Background: an optimization exercise with open tools, aiming at small area. Do not read the settings as production practice. In this exercise RTL edits were held to simulation tests only and were not proved equivalent to the original. Power and IR drop assume default switching activity.

==> flow/design.v (excerpt) <==
module Paddle_Top(i_Clk, i_Rst, i_Switch_1, i_Switch_2, i_Switch_3, i_Switch_4, i_UART_RX, o_UART_TX, o_Segment1_A, o_Segment1_B, o_Segment1_C, o_Segment1_D, o_Segment1_E, o_Segment1_F, o_Segment1_G, o_Segment2_A, o_Segment2_B, o_Segment2_C, o_Segment2_D, o_Segment2_E, o_Segment2_F
, o_Segment2_G, o_VGA_HSync, o_VGA_VSync, o_VGA_Red_0, o_VGA_Red_1, o_VGA_Red_2, o_VGA_Green_0, o_VGA_Green_1, o_VGA_Green_2, o_VGA_Blue_0, o_VGA_Blue_1, o_VGA_Blue_2);
For scale: about 790 cells after synthesis, roughly 33 I/O pins, about 5600 um2 of cells after synthesis.
clock: 8.0 ns
lec_check: 0
abc_area: 1
cap_margin: 20
core_margin: 2
core_utilization: 60
place_density: 0.8
slew_margin: 20
standard.sh (not shown) runs the stock make flow with config.mk's settings and CLKGATE_MAP_FILE= SYNTH_SCRIPT=/design/flow/synth_recipe.tcl, a recipe that flattens the netlist after the stock synthesis.
==> flow/flow/run.sh <==
#!/bin/bash
# Own layout flow: the standard flow (standard.sh) with three changes:
#  - after the standard synthesis, its combinational logic is mapped again
#    for area (flow/remap.ys); registers keep their cells and names;
#  - ports are buffered with the smallest buffer (sky130_fd_sc_hd__buf_1);
#  - clock tree synthesis uses clkbuf_4 buffers and inserts no dummy loads.
# Tool output: ORFS logs under orfs/logs/, make output in flow_synth.log and
# flow_make.log, the re-mapping in remap.log.
set -euo pipefail
R=orfs/results/$FLOW_PLATFORM/Paddle_Top/base
LIB=$FLOW_HOME/platforms/sky130hd/lib/sky130_fd_sc_hd__tt_025C_1v80.lib
DONTUSE="-dont_use *probe* -dont_use *lpflow*"
bash standard.sh synth > flow_synth.log 2>&1
cp $R/1_2_yosys.v $R/1_2_yosys_standard.v
sed -e "s#@LIB@#$LIB#g" -e "s#@IN@#$R/1_2_yosys_standard.v#" -e "s#@OUT@#$R/1_2_yosys_remap.v#" \
    -e "s#@TOP@#$FLOW_TOP#" -e "s#@DONTUSE@#$DONTUSE -dont_use *clkbuf* -dont_use *clkinv* -dont_use *dly*#" \
    flow/remap.ys > remap_run.ys
yosys -l remap.log remap_run.ys > /dev/null
cp $R/1_2_yosys_remap.v $R/1_2_yosys.v
export BUFFER_PORTS_ARGS="-buffer_cell sky130_fd_sc_hd__buf_1"
export CTS_ARGS="-sink_clustering_enable -repair_clock_nets -buf_list sky130_fd_sc_hd__clkbuf_4 -dont_use_dummy_load"
bash standard.sh finish > flow_make.log 2>&1
==> flow/flow/remap.ys <==
# Re-map the combinational logic of the standard synthesis for area.
# Registers (dfxtp/edfxtp) and tie cells are kept as they are, with their
# names; every other cell is replaced by its function and mapped again by
# ABC with an area-only script (no buffering or upsizing), then the
# standard synthesis's closing steps are repeated.
read_liberty -ignore_miss_func @LIB@
read_verilog @IN@
hierarchy -top @TOP@
blackbox sky130_fd_sc_hd__dfxtp_1 sky130_fd_sc_hd__edfxtp_1 sky130_fd_sc_hd__conb_1
flatten
rename -hide w:*.*
opt_clean -purge
abc -liberty @LIB@ @DONTUSE@ -script "+strash;dch;map -a;topo"
opt_clean -purge
read_liberty -lib -ignore_redef @LIB@
hilomap -singleton -hicell sky130_fd_sc_hd__conb_1 HI -locell sky130_fd_sc_hd__conb_1 LO
insbuf -buf sky130_fd_sc_hd__buf_4 A X
opt_clean -purge
tee -o remap_stat.txt stat -liberty @LIB@
check -assert
write_verilog -noattr -nohex -nodec @OUT@
Next try:
--- a/flow/flow/run.sh
+++ b/flow/flow/run.sh
@@ -21 +21 @@
-export CTS_ARGS="-sink_clustering_enable -repair_clock_nets -buf_list sky130_fd_sc_hd__clkbuf_4 -dont_use_dummy_load"
+export CTS_ARGS="-sink_clustering_enable -repair_clock_nets -buf_list sky130_fd_sc_hd__clkbuf_8 -sink_clustering_size 25 -sink_clustering_max_diameter 150 -dont_use_dummy_load"
- CORE_UTILIZATION: 60 -> 40
- CTS_BUF_LIST: not set -> sky130_fd_sc_hd__clkbuf_4
- PLACE_DENSITY: 0.8 -> 0.6
Outcome: Clock-buffer cell count is unchanged. Final area came out higher by 3.4%. Synthesized cell count is unchanged. Via count came out lower by 5.0%. Synthesized area is unchanged. Total power came out higher by 11%. Non-clock buffer count came out higher by 1. Combinational power hardly moves. Routed wire length came out higher by 1.1%. Fmax came out higher by 1.7%. Worst hold slack hardly moves.
Next try:
--- a/flow/flow/run.sh
+++ b/flow/flow/run.sh
@@ -21 +21 @@
-export CTS_ARGS="-sink_clustering_enable -repair_clock_nets -buf_list sky130_fd_sc_hd__clkbuf_8 -sink_clustering_size 25 -sink_clustering_max_diameter 150 -dont_use_dummy_load"
+export CTS_ARGS="-sink_clustering_enable -repair_clock_nets -buf_list sky130_fd_sc_hd__clkbuf_4 -dont_use_dummy_load"
The changed run passed the timing, DRC and antenna checks.
Sequential share of layout area rose by 0.71 points.
Cell area fell slightly.
Total power fell by a little under a tenth.
Via count stays flat.
Next try:
==> flow/run.sh (new file) <==
#!/bin/bash
# synth_recipe.tcl (not shown) runs the flow's synth.tcl, then flattens the netlist and writes it again
# the make line also repeats each setting of config.mk as NAME=value (left out here)
make -C /OpenROAD-flow-scripts/flow DESIGN_CONFIG=/design/flow/config.mk WORK_HOME=/design/flow/orfs CLKGATE_MAP_FILE= SYNTH_SCRIPT=/design/flow/synth_recipe.tcl finish
removed: flow/flow/run.sh
removed: flow/flow/remap.ys
removed: flow/standard.sh
=> Power grows by roughly a tenth; design area goes up by roughly a tenth; die area is higher by a few percent; area after synthesis rises by a few percent; worst hold slack hardly moves; non-clock buffer count shrinks by 2; sequential share of layout area drops by 3.7 points; final cell count increases by a few percent; via count grows slightly.

== run A ==
Starting RTL as in the previous note.
Settings: LEC_CHECK=0, ABC_AREA=1, CAP_MARGIN=20, CORE_MARGIN=2, CORE_UTILIZATION=40, PLACE_DENSITY=0.6, SLEW_MARGIN=20; clock period 8.0 ns.
==> flow/flow/run.sh <==
#!/bin/bash
# Own layout flow: the standard flow (standard.sh) with three changes:
#  - after the standard synthesis, its combinational logic is mapped again
#    for area (flow/remap.ys); registers keep their cells and names;
#  - ports are buffered with the smallest buffer (sky130_fd_sc_hd__buf_1);
#  - clock tree synthesis uses clkbuf_4 buffers and inserts no dummy loads.
# Tool output: ORFS logs under orfs/logs/, make output in flow_synth.log and
# flow_make.log, the re-mapping in remap.log.
set -euo pipefail
R=orfs/results/$FLOW_PLATFORM/Paddle_Top/base
LIB=$FLOW_HOME/platforms/sky130hd/lib/sky130_fd_sc_hd__tt_025C_1v80.lib
DONTUSE="-dont_use *probe* -dont_use *lpflow*"
bash standard.sh synth > flow_synth.log 2>&1
cp $R/1_2_yosys.v $R/1_2_yosys_standard.v
sed -e "s#@LIB@#$LIB#g" -e "s#@IN@#$R/1_2_yosys_standard.v#" -e "s#@OUT@#$R/1_2_yosys_remap.v#" \
    -e "s#@TOP@#$FLOW_TOP#" -e "s#@DONTUSE@#$DONTUSE -dont_use *clkbuf* -dont_use *clkinv* -dont_use *dly*#" \
    flow/remap.ys > remap_run.ys
yosys -l remap.log remap_run.ys > /dev/null
cp $R/1_2_yosys_remap.v $R/1_2_yosys.v
export BUFFER_PORTS_ARGS="-buffer_cell sky130_fd_sc_hd__buf_1"
export CTS_ARGS="-sink_clustering_enable -repair_clock_nets -buf_list sky130_fd_sc_hd__clkbuf_4 -dont_use_dummy_load"
bash standard.sh finish > flow_make.log 2>&1
==> flow/flow/remap.ys <==
# Re-map the combinational logic of the standard synthesis for area.
# Registers (dfxtp/edfxtp) and tie cells are kept as they are, with their
# names; every other cell is replaced by its function and mapped again by
# ABC with an area-only script (no buffering or upsizing), then the
# standard synthesis's closing steps are repeated.
read_liberty -ignore_miss_func @LIB@
read_verilog @IN@
hierarchy -top @TOP@
blackbox sky130_fd_sc_hd__dfxtp_1 sky130_fd_sc_hd__edfxtp_1 sky130_fd_sc_hd__conb_1
flatten
rename -hide w:*.*
opt_clean -purge
abc -liberty @LIB@ @DONTUSE@ -script "+strash;dch;map -a;topo"
opt_clean -purge
read_liberty -lib -ignore_redef @LIB@
hilomap -singleton -hicell sky130_fd_sc_hd__conb_1 HI -locell sky130_fd_sc_hd__conb_1 LO
insbuf -buf sky130_fd_sc_hd__buf_4 A X
opt_clean -purge
tee -o remap_stat.txt stat -liberty @LIB@
check -assert
write_verilog -noattr -nohex -nodec @OUT@
--- input diff run A..run B ---
- putting CTS_BUF_LIST at sky130_fd_sc_hd__clkbuf_4 where nothing was set
==> flow/flow/run.sh <==
#!/bin/bash
# Own layout flow: the standard flow (standard.sh), with two changes:
#  - ports are buffered with the smallest buffer (sky130_fd_sc_hd__buf_1);
#  - clock tree synthesis uses clkbuf_4 buffers and inserts no dummy loads.
# Every tool's full output goes to the ORFS logs under orfs/logs/ and the
# make output to flow_make.log in this folder.
set -euo pipefail
export BUFFER_PORTS_ARGS="-buffer_cell sky130_fd_sc_hd__buf_1"
export CTS_ARGS="-sink_clustering_enable -repair_clock_nets -buf_list sky130_fd_sc_hd__clkbuf_4 -dont_use_dummy_load"
bash standard.sh finish > flow_make.log 2>&1
removed: flow/flow/remap.ys
==> comparison <==
- In the tables for run A and run B, power after layout reads lower with run A.
- All-layer global routing usage: run B vs run A down 1.2 points
- Global-route track usage on met3 ended up 0.16 points lower on run B than on run A.
- Run B: height of the die 2.5% above run A
- | clock skew | run A vs run B | ≈ equal |
- Run B vs. run A: met2 wirelength from detailed routing moved down; total die area moved up; worst setup slack moved down.
- When the final numbers for run A and run B were put side by side, the critical path depth turned out to be smaller in run B.
- Total routed wirelength was higher in run A than in run B.
Modified inputs, run C compared to run B
- CORE_UTILIZATION: 40 -> 65
- PLACE_DENSITY: 0.6 -> 0.85
==> flow/run.sh (new file) <==
#!/bin/bash
# synth_recipe.tcl (not shown) runs the flow's synth.tcl, then flattens the netlist and writes it again
# the make line also repeats each setting of config.mk as NAME=value (left out here)
make -C /OpenROAD-flow-scripts/flow DESIGN_CONFIG=/design/flow/config.mk WORK_HOME=/design/flow/orfs CLKGATE_MAP_FILE= SYNTH_SCRIPT=/design/flow/synth_recipe.tcl finish
removed: flow/flow/run.sh
removed: flow/standard.sh
[summary]
- In the reports for run B and run C, the smaller detailed placer's ending HPWL belongs to run B.
- Run C reports a lower number of inserted diodes than run B does.
- The core of run C is more densely filled than that of run B.

==> what the ideal ports hide <==
In the flow no input, the clock included, has a driving cell. The finished layouts below were timed again as built, in two steps. Step 1 sets driving cells, clkbuf_16 on the clock port and buf_2 on the other inputs (assumed; they add their load-dependent delay and slew). Step 2 adds t to the input delays and takes it off the output delays; t is the mean of the earliest and latest rising clock arrival at the registers after step 1. Input paths then give back, and output paths get back, about the clock's delay inside the block. Slacks: no drivers / after step 1 / after step 2; pairs: no drivers / after step 1.
run | t, ns | setup WS [ns] | worst data-port slew with drivers (ns)
the first run of note 1 | 0.498 | 4.384 / 4.354 / 4.668 | 0.03
the second run of note 1 | 0.469 | 4.446 / 4.409 / 4.878 | 0.03
the third run of note 1 | 0.554 | 4.355 / 4.317 / 4.871 | 0.03
the fourth run of note 1 | 0.540 | 3.981 / 3.946 / 4.486 | 0.03
run A | 0.554 | 4.355 / 4.317 / 4.871 | 0.03
run B | 0.540 | 4.350 / 4.313 / 4.853 | 0.03
run C | 0.531 | 3.923 / 3.894 / 4.425 | 0.03
After both steps every run listed still meets setup and hold.
